This design comes from an exercise in tuning for small area and a short achievable clock period on the open sky130 flow, not from production work.
At most, simulation tests tie the RTL to the original design; equivalence was not proved.
Power and IR drop assume default switching activity.

==> job 6163: inputs <==
==> flow/design.v <==
module fifo
	#(
		parameter DATA_WIDTH = 64,  
		parameter ADDR_WIDTH = 5
	)
	(
		input logic								clk,
		input logic								rst,
		input logic		[DATA_WIDTH-1:0] 		data_input,
		input logic								read_enable_input,
		input logic								write_enable_input,
		output logic	[DATA_WIDTH-1:0]		data_output,
		output logic							empty,
		output logic							full
	);
	localparam FIFO_SIZE = (1 << ADDR_WIDTH);
	reg [ADDR_WIDTH-1:0] head_ptr;	 
	reg [ADDR_WIDTH-1:0] tail_ptr;	 
	reg                  not_empty_r;	 
	reg                  full_r;
	wire read_enable  = read_enable_input  && not_empty_r;
	wire write_enable = write_enable_input && !full_r;
	wire [ADDR_WIDTH-1:0] head_inc = head_ptr + 1'b1;
	wire [ADDR_WIDTH-1:0] tail_inc = tail_ptr + 1'b1;
	assign empty = !not_empty_r;
	assign full  = full_r;
	always @(posedge clk, posedge rst) begin
		if (rst) begin
			head_ptr <= 0;
			tail_ptr <= 0;
			not_empty_r <= 1'b0;
			full_r   <= 1'b0;
		end else begin
			if (read_enable)
				head_ptr <= head_inc;
			if (write_enable)
				tail_ptr <= tail_inc;
			if (read_enable && !write_enable) begin
				not_empty_r <= (head_inc != tail_ptr);
				full_r  <= 1'b0;
			end else if (write_enable && !read_enable) begin
				not_empty_r <= 1'b1;
				full_r  <= (tail_inc == head_ptr);
			end
		end
	end
	wire [FIFO_SIZE-1:0] wsel, wsel_n, hsel;
	wire                 rd_take = read_enable;
	wire                 rd_hold = !read_enable;
	genvar i;
	generate
		for (i = 0; i < FIFO_SIZE; i = i + 1) begin : dec
			assign wsel[i]   = write_enable && (tail_ptr == i);
			assign wsel_n[i] = !wsel[i];
			assign hsel[i]   = (head_ptr == i);
		end
	endgenerate
	wire [DATA_WIDTH-1:0] mem_q [0:FIFO_SIZE-1];
	generate
		for (i = 0; i < FIFO_SIZE; i = i + 1) begin : entry
			reg  [DATA_WIDTH-1:0] word;
			wire [DATA_WIDTH-1:0] word_d;
			fifo_ao22 #(.W(DATA_WIDTH)) hold_mux (
				.a(data_input), .sa(wsel[i]),
				.b(word),       .sb(wsel_n[i]),
				.y(word_d));
			always @(posedge clk)
				word <= word_d;
			assign mem_q[i] = word;
		end
	endgenerate
	wire [DATA_WIDTH-1:0] rd_n0, rd_n1, rd_n2, head_word, rd_word;
	fifo_aoi222 #(.W(DATA_WIDTH)) rd_g0 (
		.a(mem_q[0]), .sa(hsel[0]),
		.b(mem_q[1]), .sb(hsel[1]),
		.c(mem_q[2]), .sc(hsel[2]),
		.y(rd_n0));
	fifo_aoi222 #(.W(DATA_WIDTH)) rd_g1 (
		.a(mem_q[3]), .sa(hsel[3]),
		.b(mem_q[4]), .sb(hsel[4]),
		.c(mem_q[5]), .sc(hsel[5]),
		.y(rd_n1));
	fifo_aoi22 #(.W(DATA_WIDTH)) rd_g2 (
		.a(mem_q[6]), .sa(hsel[6]),
		.b(mem_q[7]), .sb(hsel[7]),
		.y(rd_n2));
	fifo_nand3 #(.W(DATA_WIDTH)) rd_g3 (
		.a(rd_n0), .b(rd_n1), .c(rd_n2), .y(head_word));
	fifo_ao22 #(.W(DATA_WIDTH)) rd_g4 (
		.a(head_word),   .sa(rd_take),
		.b(data_output), .sb(rd_hold),
		.y(rd_word));
	always @(posedge clk)
		data_output <= rd_word;
endmodule  
module fifo_ao22 #(parameter W = 1) (
	input  [W-1:0] a,
	input          sa,
	input  [W-1:0] b,
	input          sb,
	output [W-1:0] y
);
	assign y = ({W{sa}} & a) | ({W{sb}} & b);
endmodule
module fifo_aoi222 #(parameter W = 1) (
	input  [W-1:0] a,
	input          sa,
	input  [W-1:0] b,
	input          sb,
	input  [W-1:0] c,
	input          sc,
	output [W-1:0] y
);
	assign y = ~(({W{sa}} & a) | ({W{sb}} & b) | ({W{sc}} & c));
endmodule
module fifo_aoi22 #(parameter W = 1) (
	input  [W-1:0] a,
	input          sa,
	input  [W-1:0] b,
	input          sb,
	output [W-1:0] y
);
	assign y = ~(({W{sa}} & a) | ({W{sb}} & b));
endmodule
module fifo_nand3 #(parameter W = 1) (
	input  [W-1:0] a,
	input  [W-1:0] b,
	input  [W-1:0] c,
	output [W-1:0] y
);
	assign y = ~(a & b & c);
endmodule
module top(
	input clk,
	input rst,
	input [64-1:0] data_input,
	input read_enable,
	input write_enable,
	output [64-1:0] data_output,
	output empty,
	output full
);
fifo #(
	.DATA_WIDTH(64),  
	.ADDR_WIDTH(3))
	fifo(	clk,
			rst,
			data_input,
			read_enable,
			write_enable,
			data_output,
			empty,
			full
			);
endmodule
==> flow/flow/run.sh <==
#!/bin/bash
# The standard layout, with the ports buffered by small plain buffers
# (buffer_ports would otherwise pick a slow delay cell); repair may upsize them.
set -euo pipefail
export BUFFER_PORTS_ARGS="-buffer_cell sky130_fd_sc_hd__buf_1"
bash standard.sh > standard.log 2>&1
==> flow/standard.sh <==
#!/bin/bash
# synth_recipe.tcl (not shown) runs the flow's synth.tcl, then flattens the netlist and writes it again
# the make line also repeats each setting of config.mk as NAME=value (left out here)
make -C /OpenROAD-flow-scripts/flow DESIGN_CONFIG=/design/flow/config.mk WORK_HOME=/design/flow/orfs CLKGATE_MAP_FILE= SYNTH_SCRIPT=/design/flow/synth_recipe.tcl "${@:-finish}"
==> flow/config.mk <==
export PLATFORM = sky130hd
export DESIGN_NAME = top
export DESIGN_NICKNAME = top
export VERILOG_FILES = /design/flow/design.v
export SDC_FILE = /design/flow/constraint.sdc
export NUM_CORES = 4
export LEC_CHECK = 0
export CAP_MARGIN = 20
export CORE_MARGIN = 2
export CORE_UTILIZATION = 40
export SETUP_SLACK_MARGIN = 1.2
export SLEW_MARGIN = 20
export SYNTH_HIERARCHICAL = 1
export SYNTH_MINIMUM_KEEP_SIZE = 0
==> flow/constraint.sdc <==
create_clock -name core_clock -period 3.1 [get_ports {clk}]
set_input_delay 0.6200 -clock core_clock [delete_from_list [all_inputs] [get_ports {clk}]]
set_output_delay 0.6200 -clock core_clock [all_outputs]
set_load 0.01 [all_outputs]
==> inputs of job 7973, as changes to job 6163 <==
==> flow/design.v, changed modules only <==
module fifo
	#(
		parameter DATA_WIDTH = 64,  
		parameter ADDR_WIDTH = 5
	)
	(
		input logic								clk,
		input logic								rst,
		input logic		[DATA_WIDTH-1:0] 		data_input,
		input logic								read_enable_input,
		input logic								write_enable_input,
		output logic	[DATA_WIDTH-1:0]		data_output,
		output logic							empty,
		output logic							full
	);
	localparam FIFO_SIZE = (1 << ADDR_WIDTH);
	reg [FIFO_SIZE-1:0] rd_ok;
	reg [FIFO_SIZE-1:0] wr_ok;
	reg                 not_empty_r;	 
	reg                 full_r;
	wire read_enable  = read_enable_input  && not_empty_r;
	wire write_enable = write_enable_input && !full_r;
	wire [FIFO_SIZE-1:0] head_pos = not_empty_r ? rd_ok : wr_ok;
	wire [FIFO_SIZE-1:0] tail_pos = full_r      ? rd_ok : wr_ok;
	wire [FIFO_SIZE-1:0] head_inc = {head_pos[FIFO_SIZE-2:0], head_pos[FIFO_SIZE-1]};
	wire [FIFO_SIZE-1:0] tail_inc = {tail_pos[FIFO_SIZE-2:0], tail_pos[FIFO_SIZE-1]};
	reg [FIFO_SIZE-1:0] head_next, tail_next;
	reg                 not_empty_next, full_next;
	always @(*) begin
		head_next      = read_enable  ? head_inc : head_pos;
		tail_next      = write_enable ? tail_inc : tail_pos;
		not_empty_next = not_empty_r;
		full_next      = full_r;
		if (read_enable && !write_enable) begin
			not_empty_next = !(|(head_inc & tail_pos));
			full_next      = 1'b0;
		end else if (write_enable && !read_enable) begin
			not_empty_next = 1'b1;
			full_next      = |(tail_inc & head_pos);
		end
	end
	assign empty = !not_empty_r;
	assign full  = full_r;
	always @(posedge clk, posedge rst) begin
		if (rst) begin
			rd_ok       <= 0;
			wr_ok       <= 1;
			not_empty_r <= 1'b0;
			full_r      <= 1'b0;
		end else begin
			rd_ok       <= not_empty_next ? head_next : {FIFO_SIZE{1'b0}};
			wr_ok       <= full_next      ? {FIFO_SIZE{1'b0}} : tail_next;
			not_empty_r <= not_empty_next;
			full_r      <= full_next;
		end
	end
	wire [FIFO_SIZE-1:0] wsel   = {FIFO_SIZE{write_enable_input}} & wr_ok;
	wire [FIFO_SIZE-1:0] wsel_n = ~wsel;
	wire [FIFO_SIZE-1:0] rsel   = {FIFO_SIZE{read_enable_input}} & rd_ok;
	wire                 rhold  = !read_enable;
	genvar i;
	wire [DATA_WIDTH-1:0] mem_q [0:FIFO_SIZE-1];
	generate
		for (i = 0; i < FIFO_SIZE; i = i + 1) begin : entry
			reg  [DATA_WIDTH-1:0] word;
			wire [DATA_WIDTH-1:0] word_d;
			fifo_ao22 #(.W(DATA_WIDTH)) hold_mux (
				.a(data_input), .sa(wsel[i]),
				.b(word),       .sb(wsel_n[i]),
				.y(word_d));
			always @(posedge clk)
				word <= word_d;
			assign mem_q[i] = word;
		end
	endgenerate
	wire [DATA_WIDTH-1:0] rd_n0, rd_n1, rd_n2, rd_word;
	fifo_aoi222 #(.W(DATA_WIDTH)) rd_g0 (
		.a(mem_q[0]), .sa(rsel[0]),
		.b(mem_q[1]), .sb(rsel[1]),
		.c(mem_q[2]), .sc(rsel[2]),
		.y(rd_n0));
	fifo_aoi222 #(.W(DATA_WIDTH)) rd_g1 (
		.a(mem_q[3]), .sa(rsel[3]),
		.b(mem_q[4]), .sb(rsel[4]),
		.c(mem_q[5]), .sc(rsel[5]),
		.y(rd_n1));
	fifo_aoi222 #(.W(DATA_WIDTH)) rd_g2 (
		.a(mem_q[6]),    .sa(rsel[6]),
		.b(mem_q[7]),    .sb(rsel[7]),
		.c(data_output), .sc(rhold),
		.y(rd_n2));
	fifo_nand3 #(.W(DATA_WIDTH)) rd_g3 (
		.a(rd_n0), .b(rd_n1), .c(rd_n2), .y(rd_word));
	always @(posedge clk)
		data_output <= rd_word;
endmodule  
// module fifo_aoi22 removed
CTS_CLUSTER_DIAMETER = 80   (was unset)
CTS_CLUSTER_SIZE = 20   (was unset)
SETUP_SLACK_MARGIN = 1.0   (was 1.2)
==> inputs of job 4769, as changes to job 6163 <==
==> flow/design.v, changed modules only <==
module fifo
	#(
		parameter DATA_WIDTH = 64,  
		parameter ADDR_WIDTH = 5
	)
	(
		input logic								clk,
		input logic								rst,
		input logic		[DATA_WIDTH-1:0] 		data_input,
		input logic								read_enable_input,
		input logic								write_enable_input,
		output logic	[DATA_WIDTH-1:0]		data_output,
		output logic							empty,
		output logic							full
	);
	parameter FIFO_SIZE  = (1 << ADDR_WIDTH);
	reg [DATA_WIDTH-1:0] fifo_mem [0:FIFO_SIZE-1]; 
	reg	[ADDR_WIDTH-1:0] head_ptr;	 
	reg	[ADDR_WIDTH-1:0] tail_ptr;	 
	reg [ADDR_WIDTH:0]   fifo_cnt;	 
	wire read_enable, write_enable;
	assign read_enable = read_enable_input && !empty;
	assign write_enable = write_enable_input && !full;
	assign full = (fifo_cnt == (FIFO_SIZE));
	assign empty = (fifo_cnt == 0);
	always @(posedge clk, posedge rst)
	begin
		if (rst) begin
			fifo_cnt <= 0;
		end	else if (read_enable && !write_enable) begin
			fifo_cnt <= fifo_cnt - 1;
		end else if (!read_enable && write_enable) begin
			fifo_cnt <= fifo_cnt + 1;
		end else if (read_enable && write_enable) begin
			fifo_cnt <= fifo_cnt;
		end else begin
			fifo_cnt <= fifo_cnt;
		end 
	end
	always @(posedge clk, posedge rst) 
	begin
		if (rst) begin
			head_ptr <= 0;
		end else if (read_enable && !empty) begin
			head_ptr <= head_ptr + 1;
		end else begin
			head_ptr <= head_ptr;
		end  
	end
	always @(posedge clk, posedge rst) 
	begin
		if (rst) begin
			tail_ptr <= 0;
		end else if (write_enable && !full) begin
			tail_ptr <= tail_ptr + 1;
		end else begin
			tail_ptr <= tail_ptr;
		end  
	end
	always @(posedge clk) 
	begin
		if (!full && write_enable) begin
			fifo_mem[tail_ptr] <= data_input;
		end else begin
			fifo_mem[tail_ptr] <= fifo_mem[tail_ptr];
		end 
	end	
	always @(posedge clk) 
	begin
		if (!empty && read_enable) begin
			data_output <= fifo_mem[head_ptr];
		end else begin
			data_output <= data_output;
		end 
	end
endmodule  
// module fifo_ao22 removed
// module fifo_aoi222 removed
// module fifo_aoi22 removed
// module fifo_nand3 removed
==> flow/run.sh (new file) <==
#!/bin/bash
# synth_recipe.tcl (not shown) runs the flow's synth.tcl, then flattens the netlist and writes it again
# the make line also repeats each setting of config.mk as NAME=value (left out here)
make -C /OpenROAD-flow-scripts/flow DESIGN_CONFIG=/design/flow/config.mk WORK_HOME=/design/flow/orfs CLKGATE_MAP_FILE= SYNTH_SCRIPT=/design/flow/synth_recipe.tcl finish
SETUP_SLACK_MARGIN = unset   (was 1.2)
SYNTH_HIERARCHICAL = unset   (was 1)
SYNTH_MINIMUM_KEEP_SIZE = unset   (was 0)
removed: flow/flow/run.sh
removed: flow/standard.sh
==> key figures <==
Synthesis
  – Synth top area share: 79.46%
  – Syn Nets: 942

Outcome
  – Status: timing/DRC/antenna clean

Worst setup path
  – Cells along the critical path: or4b_4 -> inv_1 -> clkdlybuf4s50_1

Global routing
  – Met1 Usage GRT: 19.04%

Cells and area
  – Final core occ: 48.50%

Pwr
  – PwrDens: 934.1 mW/mm^2
  – Int Pwr: 17940 uW
  – Lkg Pwr: 0.008236 uW
The numbers above come from job 4769.

==> key figures <==
Outcome
  – Status: timing/DRC/antenna clean

Pwr
  – Int Pwr: 9961 uW
  – PwrDens: 565.2 mW/mm^2

Global routing
  – Met1 Usage GRT: 29.92%

Cells and area
  – Largest register by flop count: fifo.entry.word
  – Final core occ: 42.62%

Synthesis
  – Syn Nets: 1738

Worst setup path
  – Cells along the critical path: inv_4 -> clkbuf_2
The numbers above come from job 7973.

==> key figures <==
Outcome
  – Status: timing/DRC/antenna clean

Cells and area
  – Layout cells sized above 1: 14.69%
  – Final core occ: 46.66%

Synthesis
  – Syn Nets: 1747

Pwr
  – Int Pwr: 20790 uW

Global routing
  – Met1 Usage GRT: 34.10%
The numbers above come from job 6163.

For job 6163 and job 7973, only the layout was checked, not whether the RTL still works.

[port drivers added, routing unchanged]
In the flow no input, the clock included, has a driving cell. The finished layouts below were timed again as built, in two steps. Step 1, drivers: a clkbuf_16 drives clk and a buf_2 each remaining input, both assumed. Step 2 times the ports against the registers' clock, not the clock port: input delays grow and output delays shrink by t, the midpoint of the rising clock arrivals with the driver on. a / b / c = ideal / step 1 / step 2; a / b = the first two.
| run | t (ns) | setup WS [ns] | hold WS [ns] | worst setup path at the end |
|---|---|---|---|---|
| job 6163 | 0.671 | 0.961 / 0.961 / 0.961 | 0.336 / 0.310 / 0.468 | register to register |
| job 7973 | 0.625 | 1.022 / 0.967 / 0.648 | 0.114 / 0.079 / 0.473 | input to register |
| job 4769 | 0.648 | 0.223 / 0.167 / 0.314 | 0.329 / 0.294 / 0.645 | input to register |
After both steps setup and hold are still met in every run listed. The setup slack of job 7973, which loses most, moves by -0.055 ns with the drivers and by -0.374 ns with both steps.
